Background: an optimization exercise with open tools, aiming at small area, a short achievable clock period and few clock cycles. Do not read the settings as production practice.
RTL that was checked went through simulation tests only; none was proved equivalent to the original.
No functional check of the RTL was part of runs 2 to 10.
No activity file was given, so power comes from the tool's default toggle rates.

File: flow/config.mk
export PLATFORM = sky130hd
export DESIGN_NAME = GCD
export DESIGN_NICKNAME = GCD
export VERILOG_FILES = /design/flow/design.v
export SDC_FILE = /design/flow/constraint.sdc
export NUM_CORES = 4
export LEC_CHECK = 0
export CAP_MARGIN = 20
export CORE_MARGIN = 2
export CORE_UTILIZATION = 40
export SLEW_MARGIN = 20
File: flow/constraint.sdc
create_clock -name core_clock -period 4.0 [get_ports {clk}]
set_input_delay 0.8000 -clock core_clock [delete_from_list [all_inputs] [get_ports {clk}]]
set_output_delay 0.8000 -clock core_clock [all_outputs]
set_load 0.01 [all_outputs]
File: flow/design.v
 module GCD(
	input clk, 
	input rst,
	input start,
	input [7:0] A,
	input [7:0] B,
	output reg [7:0] gcd_result,
	output reg ready
);
reg [7:0] a;
reg [7:0] b;
reg [1:0] state;
always @(posedge clk)
begin
	if(rst)
	begin
		state <= 0;
		ready <= 0;
		gcd_result <= 0;
	end
	else
	begin
	if(state == 0)
	begin
		gcd_result <= 0;
		ready <= 0;
		if(start) 
		begin
			if(A[7]) a <= -A;
			else a <= A ;
			if(B[7]) b <= -B;
			else b <= B ;
			state <= 1;
		end		
	end
	else if(state == 1)
	begin 	
		if(a == 0) 
		begin		
			gcd_result <= b;
			state <= 2;
		end
		else if(b == 0) 
		begin		
			gcd_result <= a;
			state <= 2;
		end
		else if(a >= b) 
		begin
			a <= a - b;
			state <= 1;
		end
		else if(b > a)
		begin
			b <= b - a;
			state <= 1;
		end
	end
	if(state == 2)
	begin		
		ready <= 1;
		if(ready) state <= 0;
	end
	end
end
endmodule
File: flow/run.sh
#!/bin/bash
# synth_recipe.tcl (not shown) runs the flow's synth.tcl, then flattens the netlist and writes it again
# the make line also repeats each setting of config.mk as NAME=value (left out here)
make -C /OpenROAD-flow-scripts/flow DESIGN_CONFIG=/design/flow/config.mk WORK_HOME=/design/flow/orfs CLKGATE_MAP_FILE= SYNTH_SCRIPT=/design/flow/synth_recipe.tcl finish
==> results of run 1 <==
==> worst register-to-register path: cells and delay by family, from the launching register on <==
family / cells / cell delay [ps]
flops: 1 / 460
simple gates: 2 / 410
fa+ha+maj: 2 / 630
compound gates: 3 / 790
==> cells in the final DEF (no fill, tap or decap), types with 3 or more instances in the layout <==
cell             instances
clkdlybuf4s50_1         27
a211oi_1                 8
xnor2_1                  5
nand3_1                  4
nor4_1                   7
ha_1                    18
o21ai_0                 12
edfxtp_1                16
a31oi_1                  3
dfxtp_1                 11
mux2i_1                  3
xor2_1                   6
or3_1                    3
o22ai_1                  4
nand2b_1                 4
nor2b_1                  7
inv_1                   27
a21oi_1                 28
nand2_1                 24
nor3_1                   7
nor2_1                  23
clkbuf_8                 3
==> Yosys cell counts, types with 3 or more instances <==
master    number  area, um^2
a31oi_1        3        18.8
a211oi_1       8        60.1
xor2_1         6        52.6
mux2i_1        3        30.0
nand2b_1       4        25.0
nand2_1       24        90.1
or3_1          3        18.8
nor4_1         7        43.8
clkbuf_1       7        26.3
dfxtp_1       11         220
nand3_1        4        20.0
inv_1         27         101
nor2_1        24        90.1
xnor2_1        5        43.8
edfxtp_1      16         480
ha_1          18         225
nor3_1         7        35.0
o21ai_0       12        60.1
nor2b_1        7        43.8
a21oi_1       28         140
o22ai_1        4        25.0
==> kinds of logic (layout without fill, tap and decap cells) <==
logic type / after synthesis / count (layout)
compound gates: 75 / 75
xor+xnor: 11 / 11
fa+ha+maj: 20 / 20
buf+inv: 38 / 59
flops: 27 / 27
mux: 4 / 4
simple gates: 94 / 94
==> registers in the layout, summed over array words and instances, names as in the netlist <==
register,count
a,8
gcd_result,8
b,8
ready,1
state,2
==> path summary, 6_finish.rpt <==
| kind | slack, ps | cells after the start | end | from |
|---|---|---|---|---|
| worst min register to register | 470 | 2 | ready | ready |
| worst min-delay path | 470 | 2 | ready | ready |
| worst max register to register | 1370 | 7 | b[3] | a[0] |
| worst max-delay path | 1370 | 7 | b[3] | a[0] |
==> area by class of cell <==
cell class                 instances  area (um^2)  share of cell area
clock buffer                       4         45.0              0.0174
inverter                          27          101              0.0391
multi-input combinational        204         1380               0.532
sequential                        27          701               0.270
tap                               72         90.1              0.0347
timing repair buffer              28          278               0.107
==> power groups by stage <==
stage | clock (uW) | combinational [uW] | sequential (uW)
3_5_place_dp | 0 | 279 | 354
6_report | 168 | 285 | 348
3_3_place_gp | 0 | 281 | 354
2_1_floorplan | 0 | 202 | 344
5_1_grt | 181 | 319 | 350
4_1_cts | 169 | 282 | 347
==> routing by layer <==
layer / share of wire / vias to the layer above / wire [um]
met3: 0.058 / 10 / 329
met4: 0.017 / 0 / 97
met2: 0.46 / 81 / 2610
met5: 0 / - / 0
li1: - / 998 / -
met1: 0.46 / 896 / 2610
==> per-stage QoR <==
stage	total power, uW	utilization
after floorplan	546	-
after global placement	635	0.468
after detailed placement	632	0.468
after CTS	798	0.477
after global routing	851	0.477
final	801	0.477
==> metrics.cfg, run 1 <==
[sta]
rsz0062_at_grt = false
fin_skew_ps = 4.41
period_share = 0.658
slew_violations = 0
setup_viol_count_final = 0
slew_headroom = 0.556
fmaxAchievable_ghz = 0.380
finalCriticalPeriod_ps = 2630
fin_hold_ws_ps = 473
worst_pin_slew_ps = 666
hold_viol_final = 0
setup_ws_ps = 1370
finalSetupTns_ps = 0

[job]
maxCapViolCount = 0

[floorplanning]
io_pins = 28
initial_core_util = 0.410
die_w_um = 78.7
rows = 27
die_area_um2 = 6190
fp.coreArea_um2 = 5440
die_y_um = 78.7

[detailed_routing]
first_pass_iters = 4
vias = 1985
antenna_left = 0
wl_per_cell_um = 15.6
drc = 0
wl_mm = 5.65
drtIter0Drc = 110
viasPerCell = 5.48

[worst_hold_path]
hp-class = reg2reg

[global_routing]
use_met3 = 0.0250
grt_busiest_layer = met2
antenna_found_initial = 0
grt_usage = 0.194
overflow = 0
gr-usage-met1 = 0.269
grt_pass1_wl_mm = 9.32
grtUsageMet2 = 0.321
grt_pass1_vias = 1847
grt_start_max_net_pins = 26

[clock_tree]
cts_tree = yes
cts_resized = 0
clock_path_buffers = 2
insertion_delay_ps = 280
path_clk_slew_ps = 100
root_buffer = clkbuf_8
cts_hold_buf = 0
cts_buffers = 3
cts_max_level = 1
clock_sinks = 27
postCtsSetupRepairBufs = 0

[yosys]
synth_area_um2 = 2230
synth_top_family_by_area = compound AO/OA/AOI/OAI gates
netlist_instances = 269
yosys_register_bits = 27
yosysUniqueCellTypes = 47
muxShareOfSynthArea = 0.0185
syn_avg_cell_area_um2 = 8.30
syn-num-nets = 308
async_flop_share = 0
synth_fa_ha_area_frac = 0.119
synth_edf_count = 16
ys_seq_area_frac = 0.314
synth_simple_gate_area_frac = 0.215
yosys_warnings = 1
synth_compound_area_frac = 0.221
synth_xor_area_frac = 0.0432
synth-main-ff-cell = edfxtp_1

[power]
p_sw_uw = 289
ir_drop_v = 0.000173
p_per_area_nw_per_um2 = 309
combPwrFrac = 0.356
p_int_uw = 512
p_sw_frac = 0.360
seq_power_share = 0.434
p_leak_uw = 0.00102
clock_power_share = 0.210

[cells_and_area]
finalNonFillerCells = 362
layout.nets = 330
final_cell_area_um2 = 2590
fillers = 548
drive_gt1_frac = 0.0517
antenna_cells = 0
area_growth_pct = 16.3

[placement]
hpwlAfterDp_mm = 4.41
io_buffers = 27
gp_congestion = 0.868
placed_cell_area_um2 = 2550
dpl.cell_count = 358
dp_slack_ps = 1320

[run_status]
status = no timing/DRC/antenna violations

[critical_path]
crit_fanout = 8
cp-end-kind = register
startpoint_type = register
crit_top_cell = a21oi_1
max_stage_delay_ps = 460
crit_slowest_cell = edfxtp_1
crit_arrival_ps = 2580
worstPathRequired_ps = 3940
path_cells = ha_1 -> fa_1 -> nand2b_1 -> a21oi_1 -> a21oi_1 -> and3b_1 -> a32o_1
crit_type = reg2reg
path_buf_inv = 0
crit_family = compound AO/OA/AOI/OAI gates

Testbench counts, summed over its fixed seeds: cycles 157,427.
==> run 2: changes to the inputs <==
==> flow/design.v (replaced) <==
module GCD(
	input clk,
	input rst,
	input start,
	input [7:0] A,
	input [7:0] B,
	output [7:0] gcd_result,
	output ready
);
reg [5:0] a_h;
reg [5:0] b_h;
reg       a0;
reg [2:0] k;
reg       busy;
function [2:0] ctz8(input [7:0] v);
	casez (v)
		8'b???????1: ctz8 = 3'd0;
		8'b??????10: ctz8 = 3'd1;
		8'b?????100: ctz8 = 3'd2;
		8'b????1000: ctz8 = 3'd3;
		8'b???10000: ctz8 = 3'd4;
		8'b??100000: ctz8 = 3'd5;
		8'b?1000000: ctz8 = 3'd6;
		default:     ctz8 = 3'd7;
	endcase
endfunction
function [5:0] oddhi(input [7:0] v);
	reg [7:0] x;
	reg [7:0] sh;
	begin
		x = v ^ {8{v[7]}};
		sh = x >> ctz8(v);
		oddhi = sh[6:1];
	end
endfunction
wire       za = (A == 8'd0);
wire       zb = (B == 8'd0);
wire [5:0] ha = oddhi(A);
wire [5:0] hb = oddhi(B);
wire [5:0] a_init = za ? hb : ha;
wire [5:0] b_init = zb ? ha : hb;
wire [2:0] k_init = ctz8(A | B);
wire       a0_init = ~(za & zb);
wire [6:0] d = {1'b0, a_h} - {1'b0, b_h};
wire       s = d[6];                  
wire [5:0] m = d[5:0] ^ {6{s}};
wire [5:0] u = a_h ^ b_h;
function [2:0] ctz6(input [5:0] v);
	casez (v)
		6'b?????1: ctz6 = 3'd0;
		6'b????10: ctz6 = 3'd1;
		6'b???100: ctz6 = 3'd2;
		6'b??1000: ctz6 = 3'd3;
		6'b?10000: ctz6 = 3'd4;
		default:   ctz6 = 3'd5;
	endcase
endfunction
wire [5:0] b_step = m >> (ctz6(u) + 3'd1);
wire [5:0] a_step = s ? a_h : b_h;
wire eq = (u == 6'd0) | (a_h == 6'd0) | (b_h == 6'd0);    
always @(posedge clk) begin
	if (start) begin
		a_h <= a_init;
		b_h <= b_init;
		k   <= k_init;
		a0  <= a0_init;
	end else begin
		a_h <= a_step;
		b_h <= b_step;
	end
end
always @(posedge clk) begin
	if (rst)
		busy <= 1'b0;
	else if (start)
		busy <= 1'b1;
	else if (eq)
		busy <= 1'b0;
end
assign ready = busy & eq;
assign gcd_result = {a_h & b_h, a0} << k;
endmodule
==> run 2 against run 1 <==
  * Routed wire length up 0.16%
  * Hold slack better by 84 ps
  * Register-to-register slack about the same
  * Highest routed layer unchanged
==> metrics.cfg, run 2 <==
[clock_tree]
cts_tree = yes
clock_sinks = 17
path_clk_slew_ps = 70
insertion_delay_ps = 250
root_buffer = clkbuf_8
cts_max_level = 1
postCtsSetupRepairBufs = 0
cts_hold_buf = 0
cts_resized = 0
clock_path_buffers = 2
cts_buffers = 3

[sta]
finalCriticalPeriod_ps = 3050
fmaxAchievable_ghz = 0.328
hold_viol_final = 0
rsz0062_at_grt = false
slew_violations = 0
worst_pin_slew_ps = 645
period_share = 0.763
slew_headroom = 0.566
fin_skew_ps = 6.12
setup_viol_count_final = 0
finalSetupTns_ps = 0
setup_ws_ps = 950

[floorplanning]
fp.coreArea_um2 = 5610
die_y_um = 80.7
initial_core_util = 0.419
die_w_um = 80.7
rows = 27
io_pins = 28
die_area_um2 = 6510

[yosys]
syn_avg_cell_area_um2 = 7.32
yosysUniqueCellTypes = 61
synth.most_common_cell = nor2_1
synth_area_um2 = 2350
synth_edf_count = 10
async_flop_share = 0
yosys_warnings = 1
ys_seq_area_frac = 0.187
yosys.area.top_type = edfxtp_1
synth_top_area_frac = 0.128
netlist_instances = 321
syn-num-nets = 356
synthTopCellsByArea = edfxtp_1 (13%), ha_1 (8.0%), dfxtp_1 (6.0%)
ys_top_cells_by_count = nor2_1 (35), nand2_1 (30), a21oi_1 (23)
yosys_register_bits = 17
synth-main-ff-cell = edfxtp_1

[global_routing]
grt_pass1_wl_mm = 9.69
antenna_found_initial = 0
grt_pass1_vias = 2032
grt_usage = 0.185
overflow = 0
grt_start_max_net_pins = 27
grt_busiest_layer = met2
use_met3 = 0.0101
grtUsageMet2 = 0.302
gr-usage-met1 = 0.270

[critical_path]
startpoint_type = register
crit_arrival_ps = 2250
crit_type = reg2out
worstPathRequired_ps = 3200
cp-end-kind = output pin
crit_fanout = 8

[placement]
dp_slack_ps = 723
gp_congestion = 0.935
hpwlAfterDp_mm = 4.44
io_buffers = 27

[detailed_routing]
viasPerCell = 5.65
drtIter0Drc = 186
wl_per_cell_um = 14.0
antenna_left = 0
drc = 0
vias = 2288
first_pass_iters = 5
wl_mm = 5.66

[run_status]
status = no timing/DRC/antenna violations

[cells_and_area]
area_growth_pct = 14.4
layout.nets = 369
drive_gt1_frac = 0.0571
final_cell_mix = nor2_1 (35), nand2_1 (30), clkdlybuf4s50_1 (27)
layout_commonest_cell = nor2_1
reg_top3 = a_h x6, b_h x6, k x3
antenna_cells = 0

[power]
ir_drop_v = 0.000399
p_leak_uw = 0.00106
p_per_area_nw_per_um2 = 814

[worst_hold_path]
hp-class = reg2reg

[job]
maxCapViolCount = 0

-- run 2: routing by layer --
layer | share of wire | vias up
met5 | 0 | -
met4 | 0.0025 | 0
met3 | 0.039 | 2
met2 | 0.46 | 55
met1 | 0.50 | 1031
li1 | - | 1200
-- run 2: final cells by class --
type | instances | area, um^2
Sequential cell | 17 | 440
Tap cell | 72 | 90.1
Inverter | 23 | 88.8
Fill cell | 560 | 2920
Multi-Input combinational cell | 261 | 1750
Clock buffer | 4 | 45.0
Timing Repair Buffer | 28 | 278
-- run 2: cell families (layout without fill, tap and decap cells) --
family,Yosys count,in the layout,synth area share
adders and majority gates,16,16,0.0883
xor gates and xnor gates,15,15,0.0559
muxes,17,17,0.0756
and+or+nand+nor,110,110,0.222
DFF,17,17,0.187
buffers and inverters,43,55,0.0697
AOI/OAI and AO/OA,103,103,0.301
-- run 2: final timing paths --
path	depth (start not counted)	slack [ps]	to	from
setup / recovery	6	950	ready	a_h[2]
hold / removal	2	560	busy	busy
setup reg to reg	10	1360	b_h[1]	a_h[0]
hold reg to reg	2	560	busy	busy
-- run 2: worst max-delay path, stage by stage (launching register included) --
cell and delay [ps]:
edfxtp_1 430, ha_1 430, nand2_1 100, nor2_1 190, nand3_1 140, a31oi_1 160, clkdlybuf4s50_1 550
-- run 2: power breakdown --
group	internal (uW)	switching, uW
clock	70.5	54.6
combinational	716	1000
sequential	270	74.8
total	1060	1130
-- run 2: stage by stage --
stage                     hold slack (ps)  utilization  power [uW]  std cells  instance area [um^2]
after floorplan                       501            -        1680        321                  2350
after global placement                527        0.471        2040        401                  2640
after detailed placement              556        0.471        2030        401                  2640
after CTS                             566        0.479        2170        405                  2690
after global routing                  606        0.479        2400        405                  2690
final                                 556        0.479        2190        405                  2690
==> run 3: changes to the inputs <==
--- a/flow/config.mk
+++ b/flow/config.mk
@@ -10,2 +10,3 @@
 export CORE_UTILIZATION = 40
+export SETUP_SLACK_MARGIN = 1.5
 export SLEW_MARGIN = 20
==> run 3 against run 2 <==
  * Highest routed layer unchanged
  * Die area unchanged
  * Sequential share of layout area decreased by 3.2 points
  * Via count increased by 14%
  * Routed wire length increased by 25%
  * Power increased by 25%
  * Still clean on timing, DRC and antenna
==> metrics.cfg, run 3 <==
[cells_and_area]
antenna_cells = 0
final_cell_mix = buf_4 (32), nor2_1 (31), nand2_1 (28)
drive_gt1_frac = 0.341
layout.nets = 408
reg_top3 = a_h x6, b_h x6, k x3
area_growth_pct = 44.2
fillers = 509
layout_commonest_cell = buf_4
final_cell_area_um2 = 3390

[clock_tree]
path_clk_slew_ps = 80
insertion_delay_ps = 260
clock_sinks = 17
cts_buffers = 3
cts_hold_buf = 0
cts_max_level = 1
cts_tree = yes
root_buffer = clkbuf_8
clock_path_buffers = 2

[power]
p_per_area_nw_per_um2 = 810
finalPower_uw = 2740
p_leak_uw = 0.00139
ir_drop_v = 0.000517

[placement]
io_buffers = 27
hpwlAfterDp_mm = 4.63
gp_congestion = 0.913
placed_cell_area_um2 = 2670

[global_routing]
grt_pass1_wl_mm = 10.7
grt_usage = 0.203
grt_start_max_net_pins = 18
grt_pass1_vias = 2256
overflow = 0
antenna_found_initial = 0

[detailed_routing]
first_pass_iters = 5
wl_per_cell_um = 16.0
antenna_left = 0
drc = 0
vias = 2605
viasPerCell = 5.87
top_layer = met4
drtIter0Drc = 144
wirelength_met1_mm = 3.15
wl_met2_mm = 3.59
met3_length_um = 311
wl_mm = 7.09

[yosys]
synth_top_area_frac = 0.128
synth.most_common_cell = nor2_1
yosysUniqueCellTypes = 61
synth_compound_area_frac = 0.301
synth_simple_gate_area_frac = 0.222
synthTopCellsByArea = edfxtp_1 (13%), ha_1 (8.0%), dfxtp_1 (6.0%)
syn-num-nets = 356
ys_seq_area_frac = 0.187
ys_top_cells_by_count = nor2_1 (35), nand2_1 (30), a21oi_1 (23)
synth_xor_area_frac = 0.0559
yosys.area.top_type = edfxtp_1
muxShareOfSynthArea = 0.0756
netlist_instances = 321
syn_avg_cell_area_um2 = 7.32
synth-main-ff-cell = edfxtp_1
yosys_register_bits = 17
synth_fa_ha_area_frac = 0.0883
yosys_warnings = 1
synth_area_um2 = 2350
synth_top_family_by_area = compound AO/OA/AOI/OAI gates
synth_edf_count = 10
async_flop_share = 0

[floorplanning]
die_area_um2 = 6510
fp.coreArea_um2 = 5610
initial_core_util = 0.419
die_y_um = 80.7
rows = 27
die_w_um = 80.7
io_pins = 28

[critical_path]
crit_arrival_ps = 1800
crit_type = reg2out
path_cells = buf_6 -> ha_4 -> mux2_4 -> nor2_4 -> a21oi_2 -> mux2_4 -> buf_6
startpoint_type = register
path_buf_inv = 2
worstPathRequired_ps = 3200
crit_slowest_cell = edfxtp_1
r2r_cells = 10
crit_fanout = 2
r2r-start = a_h[1]
ff2ff_setup_slack_ps = 1530
cp-end-kind = output pin
crit_family = multiplexers
reg2reg_to = b_h[1]
max_stage_delay_ps = 430

[sta]
fmaxAchievable_ghz = 0.384
slew_headroom = 0.624
finalSetupTns_ps = 0
fin_skew_ps = 15.8
period_share = 0.651
hold_viol_final = 0
rsz0062_at_grt = true
setup_viol_count_final = 0
slew_violations = 0
worst_pin_slew_ps = 562
finalCriticalPeriod_ps = 2600

[worst_hold_path]
worstHoldStart = busy
hp-class = reg2reg
hold_depth = 2
hold-path-endpoint = busy

[run_status]
status = no timing/DRC/antenna violations

[job]
maxCapViolCount = 0

## run 3: cell types whose count changed in the layout (fill, tap and decap cells not counted), moves of 7 or more
cell | before | now
buf_4 | 1 | 32
clkdlybuf4s50_1 | 27 | 6
ha_1 | 15 | 2
ha_4 | 0 | 10
buf_6 | 0 | 8
a21oi_1 | 23 | 16
## run 3: logic make-up (layout without fill, tap and decap cells)
family                   count (synthesis)  after routing
AND/OR/NAND/NOR                        110            110
AO/OA/AOI/OAI                          103            103
buffers and inverters                   43             94
multiplexers                            17             17
flip-flops                              17             17
adder cells (fa/ha/maj)                 16             16
XOR/XNOR                                15             15
## run 3: worst max path at each step
stage	from	cells past startpoint	slack [ps]	endpoint
after floorplan	A[7]	9	1470	b_h[1]
after global placement	A[7]	9	800	b_h[1]
after detailed placement	A[7]	9	750	b_h[1]
after CTS	A[6]	9	1410	b_h[1]
after global routing	a_h[3]	7	1350	gcd_result[6]
final	a_h[3]	7	1400	gcd_result[6]
## run 3: worst register-to-register path, cell delays in order, from the launching register on
cell	delay, ps
edfxtp_1	430
buf_4	170
inv_2	50
fa_2	400
nand2b_4	180
a21o_1	200
or4_1	470
o221a_2	150
o311ai_1	110
o221ai_2	170
o211ai_2	70
## run 3: layout make-up
type / count / area [um^2] / area share
multi-input cells: 261 / 2140 / 0.632
repair buffers: 67 / 572 / 0.169
flip-flops and latches: 17 / 445 / 0.131
inverters: 23 / 91.3 / 0.0269
well taps: 72 / 90.1 / 0.0266
clock buffers: 3 / 41.3 / 0.0122
clock inverters: 1 / 6.26 / 0.00185
## run 3: metrics by stage
step | setup slack (ps) | utilization | std cells | hold slack (ps)
finish | 1400 | 0.605 | 444 | 543
global placement | 799 | 0.477 | 405 | 519
CTS | 1410 | 0.538 | 427 | 546
global route | 1350 | 0.605 | 444 | 584
floorplan | 1470 | - | 321 | 501
detailed placement | 751 | 0.477 | 405 | 531
## run 3: power breakdown
| group | internal [uW] | switching (uW) |
|---|---|---|
| logic | 1030 | 1230 |
| registers | 274 | 77.9 |
| clock network | 70.5 | 61.2 |
## run 3: metal layers
| metal | vias to the layer above | GRT usage |
|---|---|---|
| li1 | 1281 | - |
| met1 | 1251 | 0.273 |
| met2 | 69 | 0.369 |
| met3 | 4 | 0.0101 |
| met4 | 0 | 0.0186 |
| met5 | - | 0 |
## run 3: timing repair
item	CTS	global route
pin swaps	6	28
setup endpoints to repair	21	20
setup buffers	18	16
gates cloned	0	1
gates resized for setup	67	74
==> run 4: changes to the inputs <==
--- a/flow/config.mk
+++ b/flow/config.mk
@@ -10,3 +10,3 @@
 export CORE_UTILIZATION = 40
-export SETUP_SLACK_MARGIN = 1.5
+export SETUP_SLACK_MARGIN = 1.2
 export SLEW_MARGIN = 20
==> run 4 against run 3 <==
  * Setup slack got worse by 120 ps
  * Die area unchanged
  * Largest cell class unchanged
  * Combinational power decreased by 21%
  * Global-route usage decreased by 1.6 points
  * Clock power decreased by 5%
  * Register-to-register slack got worse by 180 ps
==> metrics.cfg, run 4 <==
[detailed_routing]
antenna_left = 0
wl_per_cell_um = 14.2
wl_mm = 5.83
drtIter0Drc = 201
viasPerCell = 5.73
first_pass_iters = 4
drc = 0
vias = 2354

[floorplanning]
io_pins = 28
die_w_um = 80.7
rows = 27
die_area_um2 = 6510
die_y_um = 80.7
fp.coreArea_um2 = 5610
initial_core_util = 0.419

[sta]
setup_viol_count_final = 0
fin_hold_ws_ps = 578
slew_headroom = 0.648
hold_viol_final = 0
fin_skew_ps = 7.14
rsz0062_at_grt = true
finalSetupTns_ps = 0
worst_pin_slew_ps = 528
slew_violations = 0
fmaxAchievable_ghz = 0.367
period_share = 0.681
finalCriticalPeriod_ps = 2720

[cells_and_area]
final_cell_mix = nor2_1 (34), nand2_1 (30), a21oi_1 (23)
drive_gt1_frac = 0.115
final_cell_area_um2 = 2810
reg_top3 = a_h x6, b_h x6, k x3
finalNonFillerCells = 411
antenna_cells = 0
layout_commonest_cell = nor2_1
area_growth_pct = 19.5
layout.nets = 375

[global_routing]
overflow = 0
grt_usage = 0.187
grt_start_max_net_pins = 27
grt_pass1_wl_mm = 9.82
grt_pass1_vias = 2062
antenna_found_initial = 0

[yosys]
synthTopCellsByArea = edfxtp_1 (13%), ha_1 (8.0%), dfxtp_1 (6.0%)
synth.most_common_cell = nor2_1
yosys.area.top_type = edfxtp_1
netlist_instances = 321
yosys_register_bits = 17
yosys_warnings = 1
ys_seq_area_frac = 0.187
yosysUniqueCellTypes = 61
ys_top_cells_by_count = nor2_1 (35), nand2_1 (30), a21oi_1 (23)
synth_edf_count = 10
synth-main-ff-cell = edfxtp_1
async_flop_share = 0
synth_top_area_frac = 0.128
syn_avg_cell_area_um2 = 7.32
syn-num-nets = 356
synth_area_um2 = 2350

[clock_tree]
insertion_delay_ps = 250
cts_max_level = 1
root_buffer = clkbuf_8
cts_tree = yes
clock_sinks = 17
path_clk_slew_ps = 70
cts_hold_buf = 0
clock_path_buffers = 2
cts_buffers = 3

[critical_path]
ff2ff_setup_slack_ps = 1350
path_buf_inv = 1
crit_type = reg2out
crit_family = flip-flops
crit_arrival_ps = 1920
crit_fanout = 11
path_cells = mux2i_1 -> o22a_1 -> o22ai_1 -> clkdlybuf4s50_1
max_stage_delay_ps = 550
worstPathRequired_ps = 3200
crit_slowest_cell = edfxtp_1
cp-end-kind = output pin
startpoint_type = register

[power]
ir_drop_v = 0.000393
p_per_area_nw_per_um2 = 800
finalPower_uw = 2250
p_leak_uw = 0.00117

[worst_hold_path]
hp-class = reg2reg

[placement]
dpl.cell_count = 401
placed_cell_area_um2 = 2640
hpwlAfterDp_mm = 4.44
gp_congestion = 0.935
io_buffers = 27

[job]
maxCapViolCount = 0

[run_status]
status = no timing/DRC/antenna violations

run 4: cell counts after synthesis:
Identical to the previous run, type by type.
run 4: where the power goes:
group	internal, uW	leakage (uW)	switching [uW]
Combinational	760	0.000991	1020
Sequential	271	0.000159	71.6
Clock	70.6	0.0000228	55.0
run 4: repair_timing:
item | 4_1_cts | 5_1_grt
endpoints found under the hold margin | 0 | 0
pin swaps | 0 | 1
setup endpoints to repair | 10 | 12
gates resized for setup | 14 | 19
setup buffers | 4 | 2
run 4: area by class of cell:
class                           count  area, um^2
Clock buffer                        4        45.0
Fill cell                         549        2800
Inverter                           23        88.8
Multi-Input combinational cell    261        1820
Sequential cell                    17         442
Tap cell                           72        90.1
Timing Repair Buffer               34         325
run 4: layer usage:
| metal | GRT usage | part of all wire |
|---|---|---|
| met5 | 0 | 0 |
| met4 | 0.0305 | 0.0067 |
| met3 | 0.0157 | 0.054 |
| met2 | 0.308 | 0.46 |
| met1 | 0.270 | 0.47 |
run 4: final timing paths:
| kind | from | endpoint | depth (start not counted) |
|---|---|---|---|
| worst max-delay path | k[2] | gcd_result[4] | 4 |
| worst min-delay path | busy | busy | 2 |
| worst max register to register | a_h[0] | b_h[1] | 10 |
| worst min register to register | busy | busy | 2 |
run 4: metrics by stage:
stage / util / setup WS [ps]
after floorplan: - / 1300
after global placement: 0.471 / 623
after detailed placement: 0.471 / 723
after CTS: 0.490 / 1210
after global routing: 0.501 / 1170
final: 0.501 / 1280
run 4: cell families after synthesis:
kind of cell,Yosys count,synth area share
AND/OR/NAND/NOR,110,0.222
AO/OA/AOI/OAI,103,0.301
buffers and inverters,43,0.0697
multiplexers,17,0.0756
flip-flops,17,0.187
adder cells (fa/ha/maj),16,0.0883
XOR/XNOR,15,0.0559
run 4: worst register-to-register path: cells and delay by family (launching register included):
kind,cells,cell delay (ps)
simple gates,2,710
fa+ha+maj,2,660
flops,1,370
compound gates,5,760
buf+inv,1,70
==> run 5: changes to the inputs <==
--- a/flow/config.mk
+++ b/flow/config.mk
@@ -10,3 +10,3 @@
 export CORE_UTILIZATION = 40
-export SETUP_SLACK_MARGIN = 1.2
+export SETUP_SLACK_MARGIN = 1.0
 export SLEW_MARGIN = 20
==> run 5 against run 4 <==
  * Synthesized area is the same
  * Sequential cell count is the same
  * Synthesized cell count is the same
  * Critical path depth grew 2
  * Sequential share of layout area grew 0.23 points
  * Largest cell class unchanged
  * Power shrank 1.5%
  * Sequential power is essentially flat
  * Die area is the same
  * First-iteration DRC count shrank 11%
  * Clock power is essentially flat
  * Cell count shrank 0.73%
  * Non-clock buffer count shrank 3
==> metrics.cfg, run 5 <==
[yosys]
synth_xor_area_frac = 0.0559
yosys_register_bits = 17
synth.most_common_cell = nor2_1
async_flop_share = 0
synth_fa_ha_area_frac = 0.0883
synth_area_um2 = 2350
syn-num-nets = 356
synth_simple_gate_area_frac = 0.222
yosys.area.top_type = edfxtp_1
synth_top_family_by_area = compound AO/OA/AOI/OAI gates
syn_avg_cell_area_um2 = 7.32
synth_compound_area_frac = 0.301
ys_seq_area_frac = 0.187
yosysUniqueCellTypes = 61
synth_top_area_frac = 0.128
muxShareOfSynthArea = 0.0756
synth_edf_count = 10
synthTopCellsByArea = edfxtp_1 (13%), ha_1 (8.0%), dfxtp_1 (6.0%)
netlist_instances = 321
ys_top_cells_by_count = nor2_1 (35), nand2_1 (30), a21oi_1 (23)
synth-main-ff-cell = edfxtp_1
yosys_warnings = 1

[detailed_routing]
first_pass_iters = 4
antenna_left = 0
drtIter0Drc = 179
wl_per_cell_um = 14.0
wl_mm = 5.70
vias = 2321
drc = 0
viasPerCell = 5.69

[power]
ir_drop_v = 0.000390
p_int_uw = 1080
p_sw_frac = 0.511
p_per_area_nw_per_um2 = 800
clock_power_share = 0.057
seq_power_share = 0.156
combPwrFrac = 0.787
p_leak_uw = 0.00113
p_sw_uw = 1130

[sta]
setup_viol_count_final = 0
fmaxAchievable_ghz = 0.345
slew_headroom = 0.631
rsz0062_at_grt = false
worst_pin_slew_ps = 553
slew_violations = 0
period_share = 0.724
finalSetupTns_ps = 0
fin_skew_ps = 6.76
hold_viol_final = 0
finalCriticalPeriod_ps = 2900

[cells_and_area]
fillers = 551
reg_top3 = a_h x6, b_h x6, k x3
area_growth_pct = 17.8
layout_commonest_cell = nor2_1
drive_gt1_frac = 0.0863
layout.nets = 372
finalNonFillerCells = 408
antenna_cells = 0
final_cell_mix = nor2_1 (34), nand2_1 (30), a21oi_1 (23)

[clock_tree]
cts_tree = yes
cts_buffers = 3
clock_sinks = 17
cts_max_level = 1
insertion_delay_ps = 250
path_clk_slew_ps = 70
root_buffer = clkbuf_8
clock_path_buffers = 2

[global_routing]
overflow = 0
grt_usage = 0.185
grt_pass1_wl_mm = 9.72
antenna_found_initial = 0
grt_start_max_net_pins = 27
grt_pass1_vias = 2045

[critical_path]
cp-startpoint = a_h[3]
crit_fanout = 3
cp-end-kind = output pin
crit_arrival_ps = 2100
critPathCapture = gcd_result[6]
reg2reg_to = b_h[1]
worstPathRequired_ps = 3200
crit_type = reg2out
ff2ff_setup_slack_ps = 1370
r2r_cells = 10
r2r-start = a_h[0]
startpoint_type = register

[placement]
dpl.cell_count = 401
gp_congestion = 0.935
hpwlAfterDp_mm = 4.44
io_buffers = 27

[floorplanning]
initial_core_util = 0.419
die_w_um = 80.7
die_y_um = 80.7
io_pins = 28
die_area_um2 = 6510
rows = 27
fp.coreArea_um2 = 5610

[worst_hold_path]
hp-class = reg2reg

[job]
maxCapViolCount = 0

[run_status]
status = no timing/DRC/antenna violations

[run 5: cell types whose count changed in the layout (fill, tap and decap cells not counted), moves of 2 or more]
| cell | previous run | this run |
|---|---|---|
| buf_4 | 7 | 4 |
| ha_1 | 10 | 13 |
| dlymetal6s2s_1 | 7 | 5 |
| clkbuf_2 | 2 | 0 |
| clkdlybuf4s50_1 | 14 | 22 |
| dlygate4sd2_1 | 4 | 0 |
| ha_2 | 3 | 1 |
[run 5: power by group through the flow]
stage	logic (uW)	clock network, uW	registers [uW]
global placement	1690	0	346
global route	1950	136	353
finish	1740	126	345
detailed placement	1680	0	349
floorplan	1370	0	314
CTS	1710	127	346
[run 5: cell families (layout without fill, tap and decap cells)]
family / after synthesis / count (layout)
flip-flops: 17 / 17
multiplexers: 17 / 17
buffers and inverters: 43 / 58
AO/OA/AOI/OAI: 103 / 103
XOR/XNOR: 15 / 15
AND/OR/NAND/NOR: 110 / 110
adder cells (fa/ha/maj): 16 / 16
[run 5: layout make-up]
| cell class | count | area, um^2 | share of cell area |
|---|---|---|---|
| timing repair buffer | 31 | 313 | 0.113 |
| inverter | 23 | 88.8 | 0.0321 |
| sequential | 17 | 442 | 0.160 |
| clock buffer | 4 | 45.0 | 0.0163 |
| multi-input combinational | 261 | 1790 | 0.647 |
| tap | 72 | 90.1 | 0.0325 |
[run 5: metal layers]
| metal | GRT usage | up-vias | share of wire |
|---|---|---|---|
| met1 | 0.270 | 1056 | 0.49 |
| met5 | 0 | - | 0 |
| li1 | - | 1204 | - |
| met4 | 0.0322 | 0 | 0.0068 |
| met2 | 0.304 | 57 | 0.46 |
| met3 | 0.0101 | 4 | 0.043 |
[run 5: repair_timing]
action                                 4_1_cts  5_1_grt
buffers inserted                             0        3
resized for setup                            4       11
setup endpoints to repair                    2        8
endpoints found under the hold margin        0        0
hold buffers                                 0        0
[run 5: worst min path at each step]
stage,slack (ps),from,end,cells past startpoint
3_5_place_dp,560,busy,busy,2
2_1_floorplan,500,busy,busy,2
5_1_grt,610,busy,busy,2
3_3_place_gp,530,busy,busy,2
6_report,560,busy,busy,2
4_1_cts,570,busy,busy,2
[run 5: stage by stage]
stage | worst slack, ps | instance area (um^2) | utilization | hold WS, ps | total power (uW)
5_1_grt | 1020 | 2770 | 0.494 | 606 | 2440
2_1_floorplan | 1300 | 2350 | - | 501 | 1680
4_1_cts | 967 | 2700 | 0.482 | 566 | 2180
6_report | 1100 | 2770 | 0.494 | 558 | 2210
3_3_place_gp | 623 | 2640 | 0.471 | 527 | 2040
3_5_place_dp | 723 | 2640 | 0.471 | 556 | 2030
[run 5: worst max-delay path: stages, from the launching register on]
cell,delay [ps]
edfxtp_1,430
ha_1,250
mux2_2,280
nor2_1,90
a21oi_1,50
mux2_2,280
clkdlybuf4s50_1,470
==> run 6: changes to the inputs <==
==> flow/flow/run.sh (new file) <==
#!/bin/bash
set -euo pipefail
bash standard.sh 'BUFFER_PORTS_ARGS=-buffer_cell sky130_fd_sc_hd__buf_2' finish > standard_flow.log 2>&1
==> flow/standard.sh (new file) <==
#!/bin/bash
# synth_recipe.tcl (not shown) runs the flow's synth.tcl, then flattens the netlist and writes it again
# the make line also repeats each setting of config.mk as NAME=value (left out here)
make -C /OpenROAD-flow-scripts/flow DESIGN_CONFIG=/design/flow/config.mk WORK_HOME=/design/flow/orfs CLKGATE_MAP_FILE= SYNTH_SCRIPT=/design/flow/synth_recipe.tcl "${@:-finish}"
removed: flow/run.sh
==> run 6 against run 5 <==
  * Still clean on timing, DRC and antenna
  * Die area unchanged
  * Via count about the same
  * Synthesized area unchanged
==> metrics.cfg, run 6 <==
[yosys]
synth-main-ff-cell = edfxtp_1
syn_avg_cell_area_um2 = 7.32
synthTopCellsByArea = edfxtp_1 (13%), ha_1 (8.0%), dfxtp_1 (6.0%)
yosys.area.top_type = edfxtp_1
yosys_warnings = 1
syn-num-nets = 356
yosysUniqueCellTypes = 61
synth.most_common_cell = nor2_1
synth_fa_ha_area_frac = 0.0883
synth_area_um2 = 2350
synth_compound_area_frac = 0.301
synth_top_family_by_area = compound AO/OA/AOI/OAI gates
synth_simple_gate_area_frac = 0.222
ys_seq_area_frac = 0.187
synth_top_area_frac = 0.128
synth_edf_count = 10
async_flop_share = 0
muxShareOfSynthArea = 0.0756
ys_top_cells_by_count = nor2_1 (35), nand2_1 (30), a21oi_1 (23)
yosys_register_bits = 17
synth_xor_area_frac = 0.0559
netlist_instances = 321

[worst_hold_path]
hold_depth = 2
worstHoldStart = busy
hp-class = reg2reg
hold-path-endpoint = busy

[floorplanning]
die_w_um = 80.7
die_y_um = 80.7
rows = 27
io_pins = 28
initial_core_util = 0.419
fp.coreArea_um2 = 5610
die_area_um2 = 6510

[placement]
hpwlAfterDp_mm = 4.53
io_buffers = 27
dp_slack_ps = 1060
gp_congestion = 0.941

[cells_and_area]
reg_top3 = a_h x6, b_h x6, k x3
antenna_cells = 0
layout_commonest_cell = nor2_1
area_growth_pct = 8.41
layout.nets = 368
fin_util = 0.454
drive_gt1_frac = 0.139
final_cell_mix = nor2_1 (35), nand2_1 (30), buf_2 (27)

[clock_tree]
cts_tree = yes
clock_path_buffers = 2
cts_hold_buf = 0
postCtsSetupRepairBufs = 0
clock_sinks = 17
cts_buffers = 3
cts_max_level = 1
cts_resized = 0
root_buffer = clkbuf_8
path_clk_slew_ps = 80
insertion_delay_ps = 260

[global_routing]
grt_usage = 0.182
antenna_found_initial = 0
overflow = 0
grt_pass1_vias = 1977
grt_pass1_wl_mm = 9.45
grt_start_max_net_pins = 27

[detailed_routing]
vias = 2320
wl_mm = 5.82
drtIter0Drc = 188
antenna_left = 0
drc = 0
wl_per_cell_um = 14.4
viasPerCell = 5.74
first_pass_iters = 4

[sta]
period_share = 0.675
slew_headroom = 0.567
setup_viol_count_final = 0
finalSetupTns_ps = 0
fin_skew_ps = 15.0
slew_violations = 0
setup_ws_ps = 1300
worst_pin_slew_ps = 643
hold_viol_final = 0
fmaxAchievable_ghz = 0.371
rsz0062_at_grt = false
finalCriticalPeriod_ps = 2700
fin_hold_ws_ps = 543

[run_status]
status = no timing/DRC/antenna violations

[critical_path]
max_stage_delay_ps = 610
crit_type = in2reg
ff2ff_setup_slack_ps = 1300
r2r_cells = 10
worstPathRequired_ps = 4200
reg2reg_to = b_h[0]
crit_arrival_ps = 2890
path_cells = buf_2 -> nor4_1 -> nand3_1 -> a2111oi_0 -> o21ai_0 -> o21ai_1
startpoint_type = input port
crit_fanout = 14
crit_slowest_cell = nor4_1
cp-end-kind = register
r2r-start = a_h[0]

[power]
finalPower_uw = 2170
p_per_area_nw_per_um2 = 853
ir_drop_v = 0.000597
p_leak_uw = 0.00107

[job]
maxCapViolCount = 0

-- run 6: cell counts after synthesis --
No cell type changed its count.
-- run 6: worst max-delay path: cells and delay by family --
| kind | cells | cell delay (ps) |
|---|---|---|
| buffers and inverters | 1 | 180 |
| AO/OA/AOI/OAI | 3 | 900 |
| AND/OR/NAND/NOR | 2 | 1010 |
-- run 6: cell families (layout without fill, tap and decap cells) --
logic type                 count (synthesis)  after routing
AOI/OAI and AO/OA                        103            103
buffers and inverters                     43             54
DFF                                       17             17
adders and majority gates                 16             16
xor gates and xnor gates                  15             15
muxes                                     17             17
and+or+nand+nor                          110            110
-- run 6: stage by stage --
step / cells / area, um^2
after floorplan: 321 / 2350
after CTS: 404 / 2550
after global routing: 404 / 2550
after detailed placement: 400 / 2500
final: 404 / 2550
after global placement: 400 / 2500
-- run 6: per-layer routing --
layer,GRT usage,up-vias,wire [um]
met5,0,-,0
met4,0.0356,0,19
met3,0.0169,2,223
met2,0.300,60,2680
met1,0.259,1056,2900
li1,-,1202,-
-- run 6: cell type report --
cell class | count | area [um^2]
fill | 591 | 3060
multi-input combinational | 261 | 1750
sequential | 17 | 440
timing repair buffer | 27 | 135
tap | 72 | 90.1
inverter | 23 | 88.8
clock buffer | 3 | 41.3
clock inverter | 1 | 6.26
-- run 6: worst max-delay path by stage --
| stage | start | cells after the start | end |
|---|---|---|---|
| 6_report | B[0] | 6 | b_h[4] |
| 5_1_grt | a_h[0] | 10 | b_h[0] |
| 4_1_cts | B[0] | 6 | b_h[4] |
| 3_5_place_dp | B[0] | 6 | b_h[4] |
| 3_3_place_gp | B[0] | 6 | b_h[4] |
| 2_1_floorplan | A[7] | 9 | b_h[1] |
-- run 6: report_power, final --
group / total [uW] / switching [uW] / internal, uW / leakage (uW)
Sequential: 346 / 76.5 / 269 / 0.000159
Clock: 131 / 60.1 / 70.5 / 0.0000260
Combinational: 1700 / 1010 / 689 / 0.000884
==> run 7: changes to the inputs <==
--- a/flow/config.mk
+++ b/flow/config.mk
@@ -10,3 +10,2 @@
 export CORE_UTILIZATION = 40
-export SETUP_SLACK_MARGIN = 1.0
 export SLEW_MARGIN = 20
==> run 7 against run 6 <==
  * Die area did not move
  * Setup slack did not move
  * Clock power barely moved
==> metrics.cfg, run 7 <==
[sta]
slew_headroom = 0.567
slew_violations = 0
setup_viol_count_final = 0
fmaxAchievable_ghz = 0.371
hold_viol_final = 0
finalCriticalPeriod_ps = 2700
worst_pin_slew_ps = 643
finalSetupTns_ps = 0
fin_skew_ps = 15.0
period_share = 0.675
rsz0062_at_grt = false

[floorplanning]
initial_core_util = 0.419
rows = 27
die_y_um = 80.7
die_area_um2 = 6510
fp.coreArea_um2 = 5610
io_pins = 28
die_w_um = 80.7

[critical_path]
worstPathRequired_ps = 4200
crit_slowest_cell = nor4_1
max_stage_delay_ps = 610
crit_arrival_ps = 2890
startpoint_type = input port
crit_fanout = 14
crit_family = simple AND/OR/NAND/NOR gates
cp-end-kind = register
crit_type = in2reg
path_cells = buf_2 -> nor4_1 -> nand3_1 -> a2111oi_0 -> o21ai_0 -> o21ai_1
path_buf_inv = 1

[yosys]
yosys.area.top_type = edfxtp_1
yosysUniqueCellTypes = 61
synth.most_common_cell = nor2_1
synth_edf_count = 10
synth-main-ff-cell = edfxtp_1
synth_top_area_frac = 0.128
netlist_instances = 321
synth_area_um2 = 2350
yosys_warnings = 1
ys_top_cells_by_count = nor2_1 (35), nand2_1 (30), a21oi_1 (23)
yosys_register_bits = 17
synthTopCellsByArea = edfxtp_1 (13%), ha_1 (8.0%), dfxtp_1 (6.0%)
syn_avg_cell_area_um2 = 7.32
syn-num-nets = 356
async_flop_share = 0
ys_seq_area_frac = 0.187

[global_routing]
grt_pass1_wl_mm = 9.45
grt_usage = 0.182
overflow = 0
antenna_found_initial = 0
grt_pass1_vias = 1977
grt_start_max_net_pins = 27

[placement]
io_buffers = 27
hpwlAfterDp_mm = 4.53
gp_congestion = 0.941
dpl.cell_count = 400

[cells_and_area]
antenna_cells = 0
final_cell_mix = nor2_1 (35), nand2_1 (30), buf_2 (27)
reg_top3 = a_h x6, b_h x6, k x3
drive_gt1_frac = 0.139
finalNonFillerCells = 404
layout_commonest_cell = nor2_1
layout.nets = 368
area_growth_pct = 8.41

[power]
ir_drop_v = 0.000597
finalPower_uw = 2170
p_leak_uw = 0.00107
p_per_area_nw_per_um2 = 853

[detailed_routing]
drtIter0Drc = 188
vias = 2320
wl_per_cell_um = 14.4
drc = 0
first_pass_iters = 4
wl_mm = 5.82
antenna_left = 0
viasPerCell = 5.74

[clock_tree]
insertion_delay_ps = 260
cts_buffers = 3
root_buffer = clkbuf_8
cts_hold_buf = 0
postCtsSetupRepairBufs = 0
cts_resized = 0
cts_tree = yes
path_clk_slew_ps = 80
clock_path_buffers = 2
cts_max_level = 1
clock_sinks = 17

[run_status]
status = no timing/DRC/antenna violations

[worst_hold_path]
hp-class = reg2reg

[job]
maxCapViolCount = 0

-- run 7: worst paths after layout --
check / slack (ps) / from / end / cells past startpoint
hold reg to reg: 540 / busy / busy / 2
setup / recovery: 1300 / B[0] / b_h[4] / 6
setup reg to reg: 1300 / a_h[0] / b_h[0] / 10
hold / removal: 540 / busy / busy / 2
-- run 7: worst reg2reg max path: cells and delay by family (launching register included) --
family | cells | cell delay, ps
DFF | 1 | 390
buffers and inverters | 1 | 80
and+or+nand+nor | 1 | 260
xor gates and xnor gates | 1 | 100
AOI/OAI and AO/OA | 5 | 1070
adders and majority gates | 2 | 660
-- run 7: kinds of logic after synthesis --
group                      count (synthesis)  synth area share
AOI/OAI and AO/OA                        103             0.301
buffers and inverters                     43            0.0697
DFF                                       17             0.187
xor gates and xnor gates                  15            0.0559
adders and majority gates                 16            0.0883
and+or+nand+nor                          110             0.222
muxes                                     17            0.0756
-- run 7: cell type report --
type | instances | area, um^2
inverter | 23 | 88.8
clock buffer | 3 | 41.3
sequential | 17 | 440
tap | 72 | 90.1
clock inverter | 1 | 6.26
fill | 591 | 3060
multi-input combinational | 261 | 1750
timing repair buffer | 27 | 135
-- run 7: layer usage --
metal / vias up / GRT usage / share of wire
met5: - / 0 / 0
met1: 1056 / 0.259 / 0.50
met3: 2 / 0.0169 / 0.038
li1: 1202 / - / -
met4: 0 / 0.0356 / 0.0033
met2: 60 / 0.300 / 0.46
-- run 7: where the power goes --
group | internal [uW] | switching [uW]
Sequential | 269 | 76.5
Combinational | 689 | 1010
Clock | 70.5 | 60.1
-- run 7: per-stage QoR --
| stage | cell area (um^2) | setup slack, ps | utilization | hold slack (ps) |
|---|---|---|---|---|
| CTS | 2550 | 1340 | 0.454 | 552 |
| global route | 2550 | 1110 | 0.454 | 581 |
| detailed placement | 2500 | 1060 | 0.446 | 535 |
| finish | 2550 | 1300 | 0.454 | 543 |
| global placement | 2500 | 966 | 0.446 | 529 |
| floorplan | 2350 | 1300 | - | 501 |
==> run 8: changes to the inputs <==
--- a/flow/config.mk
+++ b/flow/config.mk
@@ -10,2 +10,3 @@
 export CORE_UTILIZATION = 40
+export SETUP_SLACK_MARGIN = 1.6
 export SLEW_MARGIN = 20
==> run 8 against run 7 <==
  * Critical endpoint is now ready
  * Die area stayed put
  * Synthesized cell count unchanged
  * Final area up 17%
  * Sequential share of layout area fell by 2.2 points
  * Routed wire length is 9.8% higher
  * Fmax rose by 5.6%
  * Setup slack better by 140 ps
  * Sequential cell count did not move
  * Power up 26%
  * Highest routed layer unchanged
  * Largest cell class unchanged
  * Critical path type is now reg2out
  * Combinational power is 34% higher
  * Sequential power barely moved
  * Critical path depth grew 1
  * Largest power group unchanged
==> metrics.cfg, run 8 <==
[critical_path]
crit_arrival_ps = 1760
startpoint_type = register
crit_fanout = 5
max_stage_delay_ps = 440
worstPathRequired_ps = 3200
crit_type = reg2out
crit_slowest_cell = edfxtp_1
path_buf_inv = 2
path_cells = buf_4 -> ha_4 -> nand2_2 -> nor2_4 -> nand3_2 -> a31oi_1 -> buf_2
cp-end-kind = output pin
critical_path_depth = 7
crit_family = flip-flops
r2r_cells = 10

[floorplanning]
fp.coreArea_um2 = 5610
initial_core_util = 0.419
die_area_um2 = 6510
io_pins = 28
die_w_um = 80.7
rows = 27
die_y_um = 80.7

[power]
p_per_area_nw_per_um2 = 924
ir_drop_v = 0.000565
p_leak_uw = 0.00120

[clock_tree]
cts_max_level = 1
clock_sinks = 17
clock_path_buffers = 2
path_clk_slew_ps = 80
insertion_delay_ps = 260
cts_tree = yes
root_buffer = clkbuf_8
cts_buffers = 3
cts_hold_buf = 0

[cells_and_area]
drive_gt1_frac = 0.299
multiInputGateArea_um2 = 1990
area_growth_pct = 26.6
final_cell_area_um2 = 2980
layout_commonest_cell = nor2_1
regArea_um2 = 448
antenna_cells = 0
reg_top3 = a_h x6, b_h x6, k x3
fin_util = 0.531
fillers = 546
layout.nets = 387
final_cell_mix = nor2_1 (32), nand2_1 (28), buf_2 (25)
finalNonFillerCells = 423

[sta]
slew_headroom = 0.661
setup_viol_count_final = 0
finalSetupTns_ps = 0
slew_violations = 0
period_share = 0.639
rsz0062_at_grt = true
hold_viol_final = 0
worst_pin_slew_ps = 505
finalCriticalPeriod_ps = 2560
fin_skew_ps = 13.5
fmaxAchievable_ghz = 0.391
fin_hold_ws_ps = 584

[placement]
gp_congestion = 0.951
hpwlAfterDp_mm = 4.63
placed_cell_area_um2 = 2520
dpl.cell_count = 400
io_buffers = 27

[yosys]
yosys_warnings = 1
synth_edf_count = 10
synth.most_common_cell = nor2_1
synth-main-ff-cell = edfxtp_1
syn_avg_cell_area_um2 = 7.32
ys_seq_area_frac = 0.187
ys_top_cells_by_count = nor2_1 (35), nand2_1 (30), a21oi_1 (23)
syn-num-nets = 356
yosys.area.top_type = edfxtp_1
yosys_register_bits = 17
synth_top_area_frac = 0.128
yosysUniqueCellTypes = 61
synth_area_um2 = 2350
netlist_instances = 321
async_flop_share = 0
synthTopCellsByArea = edfxtp_1 (13%), ha_1 (8.0%), dfxtp_1 (6.0%)

[detailed_routing]
viasPerCell = 5.81
antenna_left = 0
drc = 0
first_pass_iters = 4
vias = 2457
wl_per_cell_um = 15.1
drtIter0Drc = 150
wl_mm = 6.39

[job]
maxCapViolCount = 0

[global_routing]
grt_pass1_wl_mm = 10.2
grt_start_max_net_pins = 27
antenna_found_initial = 0
grt_usage = 0.196
overflow = 0
grt_pass1_vias = 2175

[worst_hold_path]
hold_depth = 2
hp-class = reg2reg

[run_status]
status = no timing/DRC/antenna violations

run 8: cell counts after synthesis:
No cell type changed its count.
run 8: final cells by class:
cell class                 count  share of cell area
clock buffer                   3              0.0139
clock inverter                 1             0.00210
inverter                      23              0.0299
multi-input combinational    261               0.670
sequential                    17               0.151
tap                           72              0.0303
timing repair buffer          46               0.103
run 8: per-layer routing:
metal,part of all wire,routed length [um],global-route usage
met5,0,0,0
met4,0.0025,16,0.0254
met3,0.042,271,0.0169
met2,0.50,3180,0.338
met1,0.46,2920,0.273
run 8: report_power, final:
group / switching [uW] / internal, uW
sequential: 70.9 / 276
combinational: 1230 / 1040
clock: 61.2 / 70.6
total: 1360 / 1390
run 8: through the flow:
step	power, uW	setup slack, ps
after detailed placement	2020	1190
after CTS	2300	1430
after global placement	2020	1130
after global routing	2980	1370
after floorplan	1680	1590
final	2750	1440
run 8: cell families after synthesis:
family	share of synthesized area
xor+xnor	0.0559
fa+ha+maj	0.0883
compound gates	0.301
buf+inv	0.0697
flops	0.187
simple gates	0.222
mux	0.0756
run 8: path summary, 6_finish.rpt:
path / startpoint / slack (ps) / endpoint
setup / recovery: a_h[3] / 1440 / ready
hold / removal: busy / 580 / busy
setup reg to reg: a_h[0] / 1610 / b_h[1]
hold reg to reg: busy / 580 / busy
run 8: repair_timing:
action	4_1_cts	5_1_grt
setup buffers	7	12
endpoints found under the setup margin	18	14
resized for setup	19	39
cloned	0	0
pin swaps	4	12
run 8: worst reg2reg max path, cell delays in order, from the launching register on:
cell and delay (ps):
edfxtp_1 390, inv_2 70, ha_4 170, fa_2 360
nand2b_4 180, a21o_1 200, or4_4 480, o221a_4 140
o311ai_2 80, o221ai_2 170, o211ai_2 80
==> run 9: changes to the inputs <==
--- a/flow/config.mk
+++ b/flow/config.mk
@@ -10,3 +10,3 @@
 export CORE_UTILIZATION = 40
-export SETUP_SLACK_MARGIN = 1.6
+export SETUP_SLACK_MARGIN = 2.0
 export SLEW_MARGIN = 20
==> run 9 against run 8 <==
  * Die area unchanged
  * Register-to-register slack worse by 60 ps
  * Still clean on timing, DRC and antenna
  * Critical path depth stayed put
  * Sequential power increased by 3%
  * Largest cell class unchanged
  * Critical path type unchanged
==> metrics.cfg, run 9 <==
[run_status]
status = no timing/DRC/antenna violations

[critical_path]
crit_slowest_cell = edfxtp_1
cp-end-kind = output pin
crit_family = flip-flops
crit_fanout = 2
crit_type = reg2out
path_buf_inv = 2
r2r-start = a_h[0]
path_cells = buf_6 -> ha_4 -> nand2_4 -> nor2_4 -> nand3_4 -> a31oi_4 -> buf_6
r2r_cells = 10
critical_path_depth = 7
ff2ff_setup_slack_ps = 1550
startpoint_type = register
critPathCapture = ready
reg2reg_to = b_h[3]
crit_arrival_ps = 1680
crit_top_cell = buf_6
worstPathRequired_ps = 3200
cp-startpoint = a_h[3]
max_stage_delay_ps = 420

[cells_and_area]
final_cell_mix = nor2_1 (28), buf_4 (27), nand2_1 (26)
multiInputGateArea_um2 = 2280
antenna_cells = 0
regArea_um2 = 444
area_growth_pct = 48.7
fin_util = 0.624
reg_top3 = a_h x6, b_h x6, k x3
drive_gt1_frac = 0.429
layout.nets = 404
layout_commonest_cell = nor2_1
fillers = 472

[yosys]
synth_top_family_by_area = compound AO/OA/AOI/OAI gates
synth_edf_count = 10
yosys_warnings = 1
synth_top_area_frac = 0.128
async_flop_share = 0
syn-num-nets = 356
synth_area_um2 = 2350
ys_seq_area_frac = 0.187
synth_fa_ha_area_frac = 0.0883
synth_simple_gate_area_frac = 0.222
ys_top_cells_by_count = nor2_1 (35), nand2_1 (30), a21oi_1 (23)
synthTopCellsByArea = edfxtp_1 (13%), ha_1 (8.0%), dfxtp_1 (6.0%)
synth_compound_area_frac = 0.301
muxShareOfSynthArea = 0.0756
yosysUniqueCellTypes = 61
yosys.area.top_type = edfxtp_1
synth-main-ff-cell = edfxtp_1
syn_avg_cell_area_um2 = 7.32
synth.most_common_cell = nor2_1
synth_xor_area_frac = 0.0559
yosys_register_bits = 17
netlist_instances = 321

[sta]
period_share = 0.620
hold_viol_final = 0
setup_ws_ps = 1520
finalSetupTns_ps = 0
fmaxAchievable_ghz = 0.403
slew_headroom = 0.701
slew_violations = 0
rsz0062_at_grt = true
fin_skew_ps = 7.99
finalCriticalPeriod_ps = 2480
setup_viol_count_final = 0
worst_pin_slew_ps = 449

[detailed_routing]
drtIter0Drc = 147
vias = 2585
viasPerCell = 5.88
antenna_left = 0
drc = 0
wl_mm = 7.10
first_pass_iters = 4
wl_per_cell_um = 16.1

[worst_hold_path]
hold_depth = 2
hp-class = reg2reg
worstHoldStart = busy

[power]
finalPower_uw = 3460
ir_drop_v = 0.000574
p_per_area_nw_per_um2 = 989
p_leak_uw = 0.00137

[global_routing]
grt_start_max_net_pins = 27
grt_pass1_wl_mm = 11.5
overflow = 0
grt_usage = 0.220
antenna_found_initial = 0
grt_pass1_vias = 2454

[floorplanning]
die_y_um = 80.7
die_w_um = 80.7
io_pins = 28
fp.coreArea_um2 = 5610
die_area_um2 = 6510
rows = 27
initial_core_util = 0.419

[clock_tree]
insertion_delay_ps = 260
path_clk_slew_ps = 70
cts_max_level = 1
cts_buffers = 3
root_buffer = clkbuf_8
clock_sinks = 17
clock_path_buffers = 2
cts_tree = yes

[placement]
dp_slack_ps = 1450
hpwlAfterDp_mm = 4.67
io_buffers = 27
gp_congestion = 0.878

[job]
maxCapViolCount = 0

-- run 9: cell counts after synthesis --
Identical to the previous run, type by type.
-- run 9: stage by stage --
step	hold WS, ps	area [um^2]	instances
5_1_grt	587	3500	440
2_1_floorplan	501	2650	321
3_5_place_dp	559	2720	400
4_1_cts	572	3270	435
6_report	565	3500	440
3_3_place_gp	539	2720	400
-- run 9: how the worst min path moves through the flow --
stage          slack, ps    to
2_1_floorplan        500  busy
3_3_place_gp         540  busy
4_1_cts              570  busy
6_report             560  busy
5_1_grt              590  busy
3_5_place_dp         560  busy
-- run 9: timing repair --
item / 4_1_cts / 5_1_grt
pin swaps: 33 / 23
resized for setup: 61 / 43
setup buffers: 31 / 5
hold buffers: 0 / 0
endpoints found under the setup margin: 26 / 27
gates cloned: 0 / 0
-- run 9: metal layers --
metal  up-vias  routed length, um  track usage
li1       1270                  -            -
met3         9                265       0.0146
met5         -                  0            0
met4         0                 76       0.0407
met1      1245               3150        0.299
met2        61               3600        0.383
-- run 9: worst register-to-register path: stages, from the launching register on --
cell	delay (ps)
edfxtp_1	400
inv_2	80
ha_4	170
fa_2	370
nand2b_4	180
a21o_1	220
or4_4	480
o221a_4	150
o31ai_2	60
nor2_1	100
o221ai_2	170
-- run 9: cells by family (layout without fill, tap and decap cells) --
family | count (synthesis) | in the layout
AOI/OAI and AO/OA | 103 | 103
xor gates and xnor gates | 15 | 15
adders and majority gates | 16 | 16
buffers and inverters | 43 | 90
DFF | 17 | 17
muxes | 17 | 17
and+or+nand+nor | 110 | 110
-- run 9: report_power, final --
group | total, uW | internal [uW] | switching (uW)
Clock | 131 | 70.8 | 60.6
Sequential | 356 | 273 | 82.4
Combinational | 2970 | 1450 | 1520
Total | 3460 | 1800 | 1660
-- run 9: cell type report --
cell class                 instances  area share
inverter                          23      0.0283
multi-input combinational        261       0.652
sequential                        17       0.127
clock buffer                       4      0.0129
timing repair buffer              63       0.155
tap                               72      0.0258
==> run 10: changes to the inputs <==
--- a/flow/config.mk
+++ b/flow/config.mk
@@ -7,2 +7,3 @@
 export LEC_CHECK = 0
+export ABC_AREA = 1
 export CAP_MARGIN = 20
@@ -10,3 +11,2 @@
 export CORE_UTILIZATION = 40
-export SETUP_SLACK_MARGIN = 2.0
 export SLEW_MARGIN = 20
==> run 10 against run 9 <==
  * Still clean
  * Register-to-register slack better by 100 ps
  * Global-route usage is 3.1 points lower
  * Core utilization fell by 16 points
  * Synthesized cell count increased by 19%
  * Fmax decreased by 6.0%
  * Cell count is 8.9% higher
  * Via count fell by 5.5%
  * Critical path depth increased by 2
  * Critical path type unchanged
  * Largest cell class unchanged
  * Largest power group unchanged
  * Highest routed layer unchanged
==> metrics.cfg, run 10 <==
[cells_and_area]
antenna_cells = 0
reg_top3 = a_h x6, b_h x6, k x3
drive_gt1_frac = 0.143
area_growth_pct = 10.5
final_cell_mix = nand2_1 (117), nand3_1 (66), inv_1 (45)
layout.nets = 443
layout_commonest_cell = nand2_1

[floorplanning]
die_w_um = 80.3
initial_core_util = 0.417
die_area_um2 = 6440
rows = 27
fp.coreArea_um2 = 5570
io_pins = 28
die_y_um = 80.3

[worst_hold_path]
worstHoldStart = busy
hold-path-endpoint = busy
hold_depth = 2
hp-class = reg2reg

[global_routing]
overflow = 0
grt_start_max_net_pins = 22
antenna_found_initial = 0
grt_usage = 0.189
grt_pass1_wl_mm = 9.87
grt_pass1_vias = 2229

[clock_tree]
cts_resized = 0
insertion_delay_ps = 260
cts_tree = yes
cts_hold_buf = 0
root_buffer = clkbuf_8
clock_path_buffers = 2
postCtsSetupRepairBufs = 0
clock_sinks = 17
cts_buffers = 3
cts_max_level = 1
path_clk_slew_ps = 80

[yosys]
synth_top_area_frac = 0.189
yosysUniqueCellTypes = 35
synth-main-ff-cell = edfxtp_1
ys_top_cells_by_count = nand2_1 (117), nand3_1 (66), inv_1 (45)
syn_avg_cell_area_um2 = 6.09
synthTopCellsByArea = nand2_1 (19%), nand3_1 (14%), edfxtp_1 (13%)
synth.most_common_cell = nand2_1
synth_edf_count = 10
ys_seq_area_frac = 0.189
yosys_register_bits = 17
netlist_instances = 382
async_flop_share = 0
synth_area_um2 = 2330
yosys_warnings = 1
syn-num-nets = 417
yosys.area.top_type = nand2_1

[power]
p_leak_uw = 0.00139
clock_power_share = 0.062
p_per_area_nw_per_um2 = 842
ir_drop_v = 0.000431
p_int_uw = 932
seq_power_share = 0.157
combPwrFrac = 0.781
p_sw_frac = 0.569
p_sw_uw = 1230

[critical_path]
reg2reg_to = b_h[2]
cp-end-kind = output pin
crit_arrival_ps = 1840
crit_type = reg2out
r2r-start = b_h[1]
path_cells = inv_1 -> ha_1 -> nand2_1 -> nor2_2 -> nand2_1 -> nand3_1 -> nand2_1 -> inv_1 -> buf_2
max_stage_delay_ps = 460
startpoint_type = register
crit_fanout = 4
ff2ff_setup_slack_ps = 1650
crit_slowest_cell = dfxtp_1
cp-startpoint = b_h[1]
crit_top_cell = nand2_1
crit_family = simple AND/OR/NAND/NOR gates
r2r_cells = 11
worstPathRequired_ps = 3200
path_buf_inv = 3

[sta]
hold_viol_final = 0
finalCriticalPeriod_ps = 2640
slew_violations = 0
rsz0062_at_grt = false
slew_headroom = 0.743
period_share = 0.660
worst_pin_slew_ps = 384
finalSetupTns_ps = 0
fin_skew_ps = 7.81
fmaxAchievable_ghz = 0.379
fin_hold_ws_ps = 503
setup_viol_count_final = 0

[detailed_routing]
drc = 0
drtIter0Drc = 117
wl_mm = 5.84
viasPerCell = 5.10
first_pass_iters = 4
wl_per_cell_um = 12.2
antenna_left = 0
vias = 2442

[placement]
hpwlAfterDp_mm = 4.90
gp_congestion = 0.896
io_buffers = 27

[run_status]
status = no timing/DRC/antenna violations

[job]
maxCapViolCount = 0

-- run 10: power by group through the flow --
stage	Clock (uW)	Combinational [uW]	Sequential, uW
3_5_place_dp	0	1680	343
5_1_grt	146	1940	346
3_3_place_gp	0	1670	343
4_1_cts	137	1690	339
2_1_floorplan	0	1330	316
6_report	135	1690	340
-- run 10: cells by family (layout without fill, tap and decap cells) --
family                   count (synthesis)  count (layout)  share of synthesized area
multiplexers                             2               2                    0.00861
XOR/XNOR                                13              13                     0.0490
AND/OR/NAND/NOR                        234             234                      0.465
AO/OA/AOI/OAI                           42              42                      0.103
flip-flops                              17              17                      0.189
adder cells (fa/ha/maj)                 16              16                     0.0893
buffers and inverters                   58              83                     0.0963
-- run 10: area by class of cell --
class / instances / area (um^2)
Fill cell: 628 / 3000
Multi-Input combinational cell: 307 / 1660
Sequential cell: 17 / 440
Inverter: 52 / 195
Timing Repair Buffer: 27 / 135
Tap cell: 72 / 90.1
Clock buffer: 3 / 41.3
Clock inverter: 1 / 7.51
-- run 10: through the flow --
step / area (um^2) / std cells / setup slack [ps] / power, uW / util
global route: 2570 / 479 / 1160 / 2430 / 0.461
global placement: 2520 / 475 / 1610 / 2020 / 0.453
floorplan: 2330 / 382 / 1910 / 1650 / -
detailed placement: 2520 / 475 / 1610 / 2030 / 0.453
CTS: 2570 / 479 / 1360 / 2170 / 0.461
finish: 2570 / 479 / 1360 / 2160 / 0.461
-- run 10: worst min-delay path: stages, from the launching register on --
cell,delay (ps)
dfxtp_1,310
nand4_1,90
a21oi_1,60
-- run 10: per-layer routing --
metal	GRT usage	part of all wire	wire length (um)
met1	0.256	0.50	2900
met2	0.327	0.46	2670
met3	0.0213	0.034	197
met4	0.0339	0.011	65
met5	0	0	0
-- run 10: how the worst max path moves through the flow --
stage	slack, ps	to	cells past startpoint
after floorplan	1910	ready	7
after global placement	1610	a_h[2]	13
after detailed placement	1610	a_h[3]	15
after CTS	1360	ready	9
after global routing	1160	ready	9
final	1360	ready	9

port drivers added, routing unchanged:
In the flow no input, the clock included, has a driving cell. The finished layouts below were timed again as built, in two steps. Step 1: set_driving_cell puts a clkbuf_16 on clk and a buf_2 on each other input, an assumption about the parent block. Step 2 times the ports against the registers' clock, not the clock port: input delays grow and output delays shrink by t, the midpoint of the rising clock arrivals with the driver on. Three values: ideal, step 1, step 2; two values: the first two.
| run | t (ns) | setup WS [ns] | clock arrival spread, ns | slew at the worst register clock pin (ns) | cell pins on the clock port's net |
|---|---|---|---|---|---|
| run 1 | 0.309 | 1.367 / 1.367 / 1.316 | 0.004 / 0.004 | 0.10 / 0.10 | 1 |
| run 2 | 0.267 | 0.950 / 0.927 / 0.688 | 0.006 / 0.006 | 0.07 / 0.07 | 1 |
| run 3 | 0.271 | 1.395 / 1.373 / 1.286 | 0.016 / 0.016 | 0.08 / 0.08 | 1 |
| run 4 | 0.271 | 1.276 / 1.252 / 1.077 | 0.007 / 0.007 | 0.07 / 0.07 | 1 |
| run 5 | 0.271 | 1.103 / 1.078 / 0.933 | 0.007 / 0.007 | 0.07 / 0.07 | 1 |
| run 6 | 0.275 | 1.302 / 1.305 / 1.033 | 0.015 / 0.015 | 0.08 / 0.08 | 1 |
| run 7 | 0.275 | 1.302 / 1.305 / 1.033 | 0.015 / 0.015 | 0.08 / 0.08 | 1 |
| run 8 | 0.276 | 1.444 / 1.420 / 1.405 | 0.013 / 0.013 | 0.08 / 0.08 | 1 |
| run 9 | 0.278 | 1.521 / 1.495 / 1.554 | 0.008 / 0.008 | 0.07 / 0.07 | 1 |
| run 10 | 0.278 | 1.362 / 1.337 / 1.610 | 0.007 / 0.008 | 0.08 / 0.08 | 1 |
After both steps setup and hold are still met in every run listed.
